Background: an optimization exercise with open tools, aiming at small area, a short achievable clock period and few clock cycles. Do not read the settings as production practice. Function was checked by simulation only, so behaviour that the tests miss may differ from the original.

## job 4018
Design bitcoin_hash, start of the top module:
module bitcoin_hash(input logic clk, reset_n, start,
                    input logic [15:0] message_addr, output_addr,
                    output logic done, mem_we,
                    output logic [15:0] mem_addr,
                    output logic [31:0] mem_write_data,
                    input logic [31:0] mem_read_data);
For scale: ~9900 cells after synthesis, about 120 I/O pins, about 0.083 mm2 of cells after synthesis.
==> flow/config.mk <==
export PLATFORM = sky130hd
export DESIGN_NAME = bitcoin_hash
export DESIGN_NICKNAME = bitcoin_hash
export VERILOG_FILES = /design/flow/design.v
export SDC_FILE = /design/flow/constraint.sdc
export NUM_CORES = 8
export LEC_CHECK = 0
export ABC_AREA = 1
export CAP_MARGIN = 30
export CORE_MARGIN = 2
export CORE_UTILIZATION = 50
export CTS_CLUSTER_DIAMETER = 80
export CTS_CLUSTER_SIZE = 20
export PLACE_DENSITY = 0.65
export SETUP_SLACK_MARGIN = 4.5
export SLEW_MARGIN = 30
==> flow/constraint.sdc <==
create_clock -name core_clock -period 8.5 [get_ports {clk}]
set_input_delay 1.7000 -clock core_clock [delete_from_list [all_inputs] [get_ports {clk}]]
set_output_delay 1.7000 -clock core_clock [all_outputs]
set_load 0.01 [all_outputs]
run.sh (not shown) runs the stock make flow with config.mk's settings and CLKGATE_MAP_FILE= SYNTH_SCRIPT=/design/flow/synth_recipe.tcl, a recipe that flattens the netlist after the stock synthesis.
Job 4018: all stages complete, timing, DRC and antenna checks passed
Testbench counts of job 4018, summed over its fixed seeds: cycles 39,648.
Setup changes, job 4018 to job 8878
-- flow/config.mk --
<<< job 4018, line 14
export PLACE_DENSITY = 0.65
export SETUP_SLACK_MARGIN = 4.5
export SLEW_MARGIN = 30
>>> job 8878, line 14
export PLACE_DENSITY = 0.65
export SETUP_SLACK_MARGIN = 5.0
export SLEW_MARGIN = 30
## What came out
- Summary of job 8878 over job 4018: routed wire length grew by 5.1%; worst setup slack went up; clock skew now sits lower.
Changes in job 9580 relative to job 8878:
-- flow/config.mk --
<<< job 8878, line 10
export CORE_MARGIN = 2
export CORE_UTILIZATION = 50
export CTS_CLUSTER_DIAMETER = 80
export CTS_CLUSTER_SIZE = 20
export PLACE_DENSITY = 0.65
export SETUP_SLACK_MARGIN = 5.0
export SLEW_MARGIN = 30
>>> job 9580, line 10
export CORE_MARGIN = 2
export CORE_UTILIZATION = 60
export CTS_CLUSTER_DIAMETER = 90
export CTS_CLUSTER_SIZE = 26
export PLACE_DENSITY = 0.78
export SETUP_SLACK_MARGIN = 4.8
export SLEW_MARGIN = 30
### Flow results
[compare] base=job 8878 new=job 9580: part of the cycle the worst path needs +0.94 points, worst hold slack -21 ps.
The setup slack of job 9580 is smaller than that of job 8878.
Going from job 8878 to job 9580, total met2 wirelength after detailed routing now sits lower; relative area of clock buffers and inverters in the final design went down.
Re met1 demand-to-capacity share in global routing: job 9580 and job 8878 aren't equal, and the higher value belongs to job 9580.
For job 8347, these inputs were changed with respect to job 9580:
-- flow/config.mk --
<<< job 9580, line 10
export CORE_MARGIN = 2
export CORE_UTILIZATION = 60
export CTS_CLUSTER_DIAMETER = 90
export CTS_CLUSTER_SIZE = 26
export PLACE_DENSITY = 0.78
export SETUP_SLACK_MARGIN = 4.8
>>> job 8347, line 10
export CORE_MARGIN = 2
export CORE_UTILIZATION = 50
export CTS_CLUSTER_DIAMETER = 90
export CTS_CLUSTER_SIZE = 26
export PLACE_DENSITY = 0.65
export SETUP_SLACK_MARGIN = 4.8
## What came out
Largest fanout on the critical path ends up lower on job 9580. On count of buffering cells on the critical path with inverters included: job 8347 sits above job 9580. Slack of the critical path in job 8347 is 29 ps above job 9580. Taking job 9580 as the reference, in job 8347 cell area increased 0.0011 mm2, share of cells above drive strength 1 increased 0.75 points, post-CTS resize count increased 70. In job 8347 the routing usage on met1 turned out 5.4 points lower than in job 9580. On achievable frequency, job 9580 loses to job 8347. On cell total after placement: between job 9580 and job 8347, it ends up lower for job 9580.
The following lists how job 1118 was set up differently from job 8347:
==> flow/flow/run.sh (new file) <==
#!/bin/bash
set -euo pipefail
bash standard.sh SETUP_SLACK_MARGIN=7 finish > flow_make.log 2>&1
==> flow/standard.sh (new file) <==
#!/bin/bash
# synth_recipe.tcl (not shown) runs the flow's synth.tcl, then flattens the netlist and writes it again
# the make line also repeats each setting of config.mk as NAME=value (left out here)
make -C /OpenROAD-flow-scripts/flow DESIGN_CONFIG=/design/flow/config.mk WORK_HOME=/design/flow/orfs CLKGATE_MAP_FILE= SYNTH_SCRIPT=/design/flow/synth_recipe.tcl "${@:-finish}"
-- flow/config.mk --
<<< job 8347, line 11
export CORE_UTILIZATION = 50
export CTS_CLUSTER_DIAMETER = 90
export CTS_CLUSTER_SIZE = 26
export PLACE_DENSITY = 0.65
export SETUP_SLACK_MARGIN = 4.8
export SLEW_MARGIN = 30
>>> job 1118, line 11
export CORE_UTILIZATION = 50
export CTS_CLUSTER_DIAMETER = 80
export CTS_CLUSTER_SIZE = 20
export PLACE_DENSITY = 0.65
export SLEW_MARGIN = 30
removed: flow/run.sh
Diff job 8347 and job 1118: setup slack higher in job 1118. Compared job 1118 vs job 8347, and worst hold slack is down in job 1118. Compare job 8347 and job 1118 | number of non-clock buffers lower: job 8347. Changes observed in job 1118 relative to job 8347: final non-filler cell total has increased; routed wire length moved up.

---

Starting RTL as in the previous note.
// bitcoin_hash
module bitcoin_hash(input logic clk, reset_n, start,
                    input logic [15:0] message_addr, output_addr,
                    output logic done, mem_we,
                    output logic [15:0] mem_addr,
                    output logic [31:0] mem_write_data,
                    input logic [31:0] mem_read_data);
localparam logic [2047:0] K_ALL = {
   32'h428a2f98,32'h71374491,32'hb5c0fbcf,32'he9b5dba5,32'h3956c25b,32'h59f111f1,32'h923f82a4,32'hab1c5ed5,
   32'hd807aa98,32'h12835b01,32'h243185be,32'h550c7dc3,32'h72be5d74,32'h80deb1fe,32'h9bdc06a7,32'hc19bf174,
   32'he49b69c1,32'hefbe4786,32'h0fc19dc6,32'h240ca1cc,32'h2de92c6f,32'h4a7484aa,32'h5cb0a9dc,32'h76f988da,
   32'h983e5152,32'ha831c66d,32'hb00327c8,32'hbf597fc7,32'hc6e00bf3,32'hd5a79147,32'h06ca6351,32'h14292967,
   32'h27b70a85,32'h2e1b2138,32'h4d2c6dfc,32'h53380d13,32'h650a7354,32'h766a0abb,32'h81c2c92e,32'h92722c85,
   32'ha2bfe8a1,32'ha81a664b,32'hc24b8b70,32'hc76c51a3,32'hd192e819,32'hd6990624,32'hf40e3585,32'h106aa070,
   32'h19a4c116,32'h1e376c08,32'h2748774c,32'h34b0bcb5,32'h391c0cb3,32'h4ed8aa4a,32'h5b9cca4f,32'h682e6ff3,
   32'h748f82ee,32'h78a5636f,32'h84c87814,32'h8cc70208,32'h90befffa,32'ha4506ceb,32'hbef9a3f7,32'hc67178f2
};
localparam logic [255:0] IV = {32'h6a09e667, 32'hbb67ae85, 32'h3c6ef372, 32'ha54ff53a,
                               32'h510e527f, 32'h9b05688c, 32'h1f83d9ab, 32'h5be0cd19};
function automatic logic [31:0] kc(input logic [5:0] i);
   kc = K_ALL[(63-i)*32 +: 32];
endfunction
function automatic logic [31:0] iv(input logic [2:0] i);
   iv = IV[(7-i)*32 +: 32];
endfunction
function automatic logic [31:0] rotr(input logic [31:0] x, input int r);
   rotr = (x >> r) | (x << (32-r));
endfunction
function automatic logic [63:0] csa(input logic [31:0] x, y, z);
   logic [31:0] u;
   u = x ^ y;
   csa = {u ^ z, ((u & z) | (~u & x)) << 1};
endfunction
function automatic logic [63:0] c42(input logic [31:0] x1, x2, x3, x4);
   logic [31:0] u, uv, co, ci, sm, cy;
   u  = x1 ^ x2;
   uv = u ^ x3 ^ x4;
   co = (u & x3) | (~u & x1);
   ci = {co[30:0], 1'b0};
   sm = uv ^ ci;
   cy = (uv & ci) | (~uv & x4);
   c42 = {sm, cy << 1};
endfunction
function automatic logic [31:0] add_ks(input logic [31:0] x, y);
   logic [31:0] gg, pp, g2, p2;
   gg = x & y;
   pp = x ^ y;
  ...
make LEC_CHECK=0 ABC_AREA=1 CAP_MARGIN=30 CORE_MARGIN=2 CORE_UTILIZATION=50 CTS_CLUSTER_DIAMETER=90 CTS_CLUSTER_SIZE=26 PLACE_DENSITY=0.65 SETUP_SLACK_MARGIN=4.7 SLEW_MARGIN=30 finish   # period 8.5 ns
Stock flow here: none of the scripts above is used.
Testbench counts at the start, summed over its fixed seeds: cycles 39,648.
Change:
CTS_CLUSTER_DIAMETER = 80   (was 90)
CTS_CLUSTER_SIZE = 20   (was 26)
SETUP_SLACK_MARGIN = 4.8   (was 4.7)
The new run passed the timing, design-rule and antenna checks.
Setup slack gains 0.20 ns.
Design area rises by 2.2%.
Synthesized area does not change.
Wire length rises by 3.2%.

## port drivers added, routing unchanged
Ports are ideal in the flow. The routed layouts listed here were re-timed in OpenROAD.
Step 1: set_driving_cell puts a clkbuf_16 on clk and a buf_2 on each other input, an assumption about the parent block.
Step 2 moves the port delays by t, midway between the first and last clock arrival at a register: inputs arrive t later, outputs are due t later. That takes back most of the time a late clock gives input paths.
Three values: ideal, step 1, step 2; two values: the first two.
| run | t, ns | setup WS [ns] | worst hold slack (ns) | cell pins on the clock port's net |
|---|---|---|---|---|
| job 4018 | 0.867 | 4.578 / 4.578 / 4.195 | 0.257 / 0.257 / 0.257 | 1 |
| job 8878 | 0.895 | 4.835 / 4.835 / 4.400 | 0.299 / 0.299 / 0.299 | 1 |
| job 9580 | 0.853 | 4.755 / 4.748 / 4.303 | 0.279 / 0.279 / 0.279 | 1 |
| job 8347 | 0.853 | 4.785 / 4.771 / 4.214 | 0.302 / 0.302 / 0.302 | 1 |
| job 1118 | 0.881 | 4.799 / 4.799 / 4.799 | 0.296 / 0.296 / 0.296 | 1 |
| the first run of note 2 | 0.854 | 4.573 / 4.573 / 4.235 | 0.315 / 0.315 / 0.315 | 1 |
| the second run of note 2 | 0.887 | 4.770 / 4.770 / 4.220 | 0.300 / 0.300 / 0.300 | 1 |
After both steps every run listed still meets setup and hold. For job 8347, which loses most, drivers alone change the setup slack by -0.014 ns; drivers and shift together by -0.571 ns.
